This design comes from an exercise in tuning for small area and a short achievable clock period on the open sky130 flow, not from production work.
Only simulation tests tie the RTL to the original design; equivalence was not proved.
Power figures rest on the tool's default switching activity, not on a simulated workload.

## run 1
// alpha_mean
module alpha_mean
(
    input   wire            clk                 ,
    input   wire            rst_n               ,
    input   wire            win_vld             ,
    input   wire  [199:0]   win                 ,
    output  reg             mean_vld            ,
    output  reg     [ 7:0]  mean_data
);
==> flow/config.mk <==
export PLATFORM = sky130hd
export DESIGN_NAME = alpha_mean
export DESIGN_NICKNAME = alpha_mean
export VERILOG_FILES = /design/flow/design.v
export SDC_FILE = /design/flow/constraint.sdc
export NUM_CORES = 4
export LEC_CHECK = 0
export ABC_AREA = 1
export CAP_MARGIN = 20
export CELL_PAD_IN_SITES_DETAIL_PLACEMENT = 1
export CELL_PAD_IN_SITES_GLOBAL_PLACEMENT = 2
export CORE_AREA = 2.3 2.72 456.78 456.96
export CTS_CLUSTER_DIAMETER = 100
export CTS_CLUSTER_SIZE = 30
export DIE_AREA = 0 0 459.0 459.0
export GPL_TIMING_DRIVEN = 1
export PLACE_DENSITY = 0.5
export SLEW_MARGIN = 20
==> flow/constraint.sdc <==
create_clock -name core_clock -period 12.0 [get_ports {clk}]
set_input_delay 2.4000 -clock core_clock [delete_from_list [all_inputs] [get_ports {clk}]]
set_output_delay 2.4000 -clock core_clock [all_outputs]
set_load 0.01 [all_outputs]
standard.sh (not shown) runs the stock make flow with config.mk's settings and CLKGATE_MAP_FILE= SYNTH_SCRIPT=/design/flow/synth_recipe.tcl, a recipe that flattens the netlist after the stock synthesis.
==> flow/flow/run.sh <==
#!/bin/bash
# The standard layout (standard.sh, unchanged synthesis), with ORFS's
# repair_timing asked to reach 8.1 ns of setup slack instead of 0, and every
# input and output port buffered with sky130_fd_sc_hd__buf_1 (instead of the
# delay cell buffer_ports picks by default).
# The clock period and all constraints are the design's.
export SETUP_SLACK_MARGIN=8.1
export BUFFER_PORTS_ARGS="-buffer_cell sky130_fd_sc_hd__buf_1"
bash standard.sh > standard.log 2>&1
## Diff of input files: run 2 against run 1
==> flow/flow/run.sh <==
#!/bin/bash
# The standard layout (standard.sh, unchanged synthesis), with ORFS's
# repair_timing asked to reach 8.45 ns of setup slack instead of 0, and every
# input and output port buffered with sky130_fd_sc_hd__buf_1 (instead of the
# delay cell buffer_ports picks by default).
# The clock period and all constraints are the design's.
export SETUP_SLACK_MARGIN=8.45
export BUFFER_PORTS_ARGS="-buffer_cell sky130_fd_sc_hd__buf_1"
bash standard.sh > standard.log 2>&1
-- flow/config.mk --
<<< run 1, line 18
export SLEW_MARGIN = 20
>>> run 2, line 18
export SLEW_MARGIN = 20
export TNS_END_PERCENT = 5
## What came out
Run 2 finished every stage and its layout cleared the timing, design-rule and antenna checks. | worst setup slack | run 2 vs run 1 | 150 ps higher |. Leakage power: run 2 > run 1. Between run 1 and run 2, sum of internal, switching and leakage power increased.
For run 3, these inputs were changed with respect to run 2:
==> flow/flow/run.sh <==
#!/bin/bash
# The standard layout (standard.sh, unchanged synthesis), with ORFS's
# repair_timing asked to reach 8.5 ns of setup slack instead of 0.
# The clock period and all constraints are the design's.
export SETUP_SLACK_MARGIN=8.5
bash standard.sh > standard.log 2>&1
==> flow/config.mk <==
export PLATFORM = sky130hd
export DESIGN_NAME = alpha_mean
export DESIGN_NICKNAME = alpha_mean
export VERILOG_FILES = /design/flow/design.v
export SDC_FILE = /design/flow/constraint.sdc
export NUM_CORES = 4
export LEC_CHECK = 0
export ABC_AREA = 1
export CAP_MARGIN = 20
export CORE_MARGIN = 2
export CORE_UTILIZATION = 55
export CTS_CLUSTER_DIAMETER = 150
export CTS_CLUSTER_SIZE = 30
export PLACE_DENSITY = 0.65
export SLEW_MARGIN = 20
- Run 3 against run 2; number of gates resized after CTS is up by more than a quarter.
- Apart from run 3, each of run 3 and run 2 ends the flow with a layout that passes the timing, design-rule and antenna checks.
- Run 3: aborted in global routing (5_1_grt) (tool error)
- Delta (run 3 minus run 2): HPWL after detailed placement saw a decrease, chip height saw a decrease, hold-fix buffer count after cts saw little to no change, number of distinct standard cells referenced by the synthesized netlist saw little to no change, cell count after placement saw a decrease.
- Run 3: placer's final routability congestion estimate higher than run 2
Inputs modified between run 3 and run 4:
==> flow/flow/run.sh <==
#!/bin/bash
# The standard layout (standard.sh, unchanged synthesis), with ORFS's
# repair_timing asked to reach 8.0 ns of setup slack instead of 0.
# The clock period and all constraints are the design's.
export SETUP_SLACK_MARGIN=8.0
bash standard.sh > standard.log 2>&1
-- flow/config.mk --
<<< run 3, line 9
export CAP_MARGIN = 20
export CORE_MARGIN = 2
export CORE_UTILIZATION = 55
export CTS_CLUSTER_DIAMETER = 150
export CTS_CLUSTER_SIZE = 30
export PLACE_DENSITY = 0.65
export SLEW_MARGIN = 20
>>> run 4, line 9
export CAP_MARGIN = 20
export CORE_AREA = 2.3 2.72 429.64 429.76
export CTS_CLUSTER_DIAMETER = 100
export CTS_CLUSTER_SIZE = 30
export DIE_AREA = 0 0 431.8 431.8
export PLACE_DENSITY = 0.55
export SLEW_MARGIN = 20
## What came out
- Synthesized cell count: run 3 vs run 4 identical
- Number of setup buffers added after CTS: run 4 vs run 3 down about 80%
- Run 4 vs run 3: standard cell area after detailed placement up
- Run 4: PASS, flow complete, no timing, DRC or antenna violations
Here is what was changed in the inputs of run 5 compared with run 4.
==> flow/flow/run.sh <==
#!/bin/bash
# The standard layout (standard.sh, unchanged synthesis), with ORFS's
# repair_timing asked to reach 8.3 ns of setup slack instead of 0, and every
# input and output port buffered with sky130_fd_sc_hd__buf_1 (instead of the
# delay cell buffer_ports picks by default).
# The clock period and all constraints are the design's.
export SETUP_SLACK_MARGIN=8.3
export BUFFER_PORTS_ARGS="-buffer_cell sky130_fd_sc_hd__buf_1"
bash standard.sh > standard.log 2>&1
-- flow/config.mk --
<<< run 4, line 9
export CAP_MARGIN = 20
export CORE_AREA = 2.3 2.72 429.64 429.76
export CTS_CLUSTER_DIAMETER = 100
export CTS_CLUSTER_SIZE = 30
export DIE_AREA = 0 0 431.8 431.8
export PLACE_DENSITY = 0.55
export SLEW_MARGIN = 20
>>> run 5, line 9
export CAP_MARGIN = 20
export CELL_PAD_IN_SITES_DETAIL_PLACEMENT = 1
export CELL_PAD_IN_SITES_GLOBAL_PLACEMENT = 2
export CORE_AREA = 2.3 2.72 456.78 456.96
export CTS_CLUSTER_DIAMETER = 100
export CTS_CLUSTER_SIZE = 30
export DIE_AREA = 0 0 459.0 459.0
export GPL_TIMING_DRIVEN = 1
export PLACE_DENSITY = 0.5
export SLEW_MARGIN = 20
export TNS_END_PERCENT = 5
Findings:
Height of the die: higher on run 5. Diff run 4 -> run 5 | final area | increase of about 5.6%. Across both runs, critical path depth in cells was lower for run 5 than for run 4. Of run 4 and run 5, the lower number of inserted diodes belongs to run 4. Multi-input logic portion of the cell area, run 4 and run 5, lower one = run 5. Final routed wirelength across all metal layers delta for run 5 relative to run 4: 19% higher. Run 5 vs. run 4: share of the clock period used by the worst path after layout -1.9 points; switching power increased by 14% relative to the old numbers. Comparing run 5 with run 4, the sequential power came out essentially unchanged. Sum of internal, switching and leakage power sits higher in run 5 than in run 4.

port drivers added, routing unchanged:
How much do the figures lean on ideal ports? The routed layouts below were timed once more, with nothing changed but the port constraints. Step 1 assumes that a clkbuf_16 drives the clock port and a buf_2 every other input. Step 2 moves the port delays by t, midway between the first and last clock arrival at a register: inputs arrive t later, outputs are due t later. That takes back most of the time a late clock gives input paths. a / b / c = no drivers / after step 1 / after step 2; a / b = the first two.
run	t, ns	setup WS [ns]	worst register clock-pin slew, ns
run 1	0.862	7.955 / 7.955 / 7.955	0.12 / 0.12
run 2	0.868	8.107 / 8.107 / 8.107	0.12 / 0.12
run 4	0.829	7.867 / 7.867 / 7.867	0.12 / 0.12
run 5	0.869	8.090 / 8.090 / 8.090	0.12 / 0.12
After both steps every run listed still meets setup and hold.
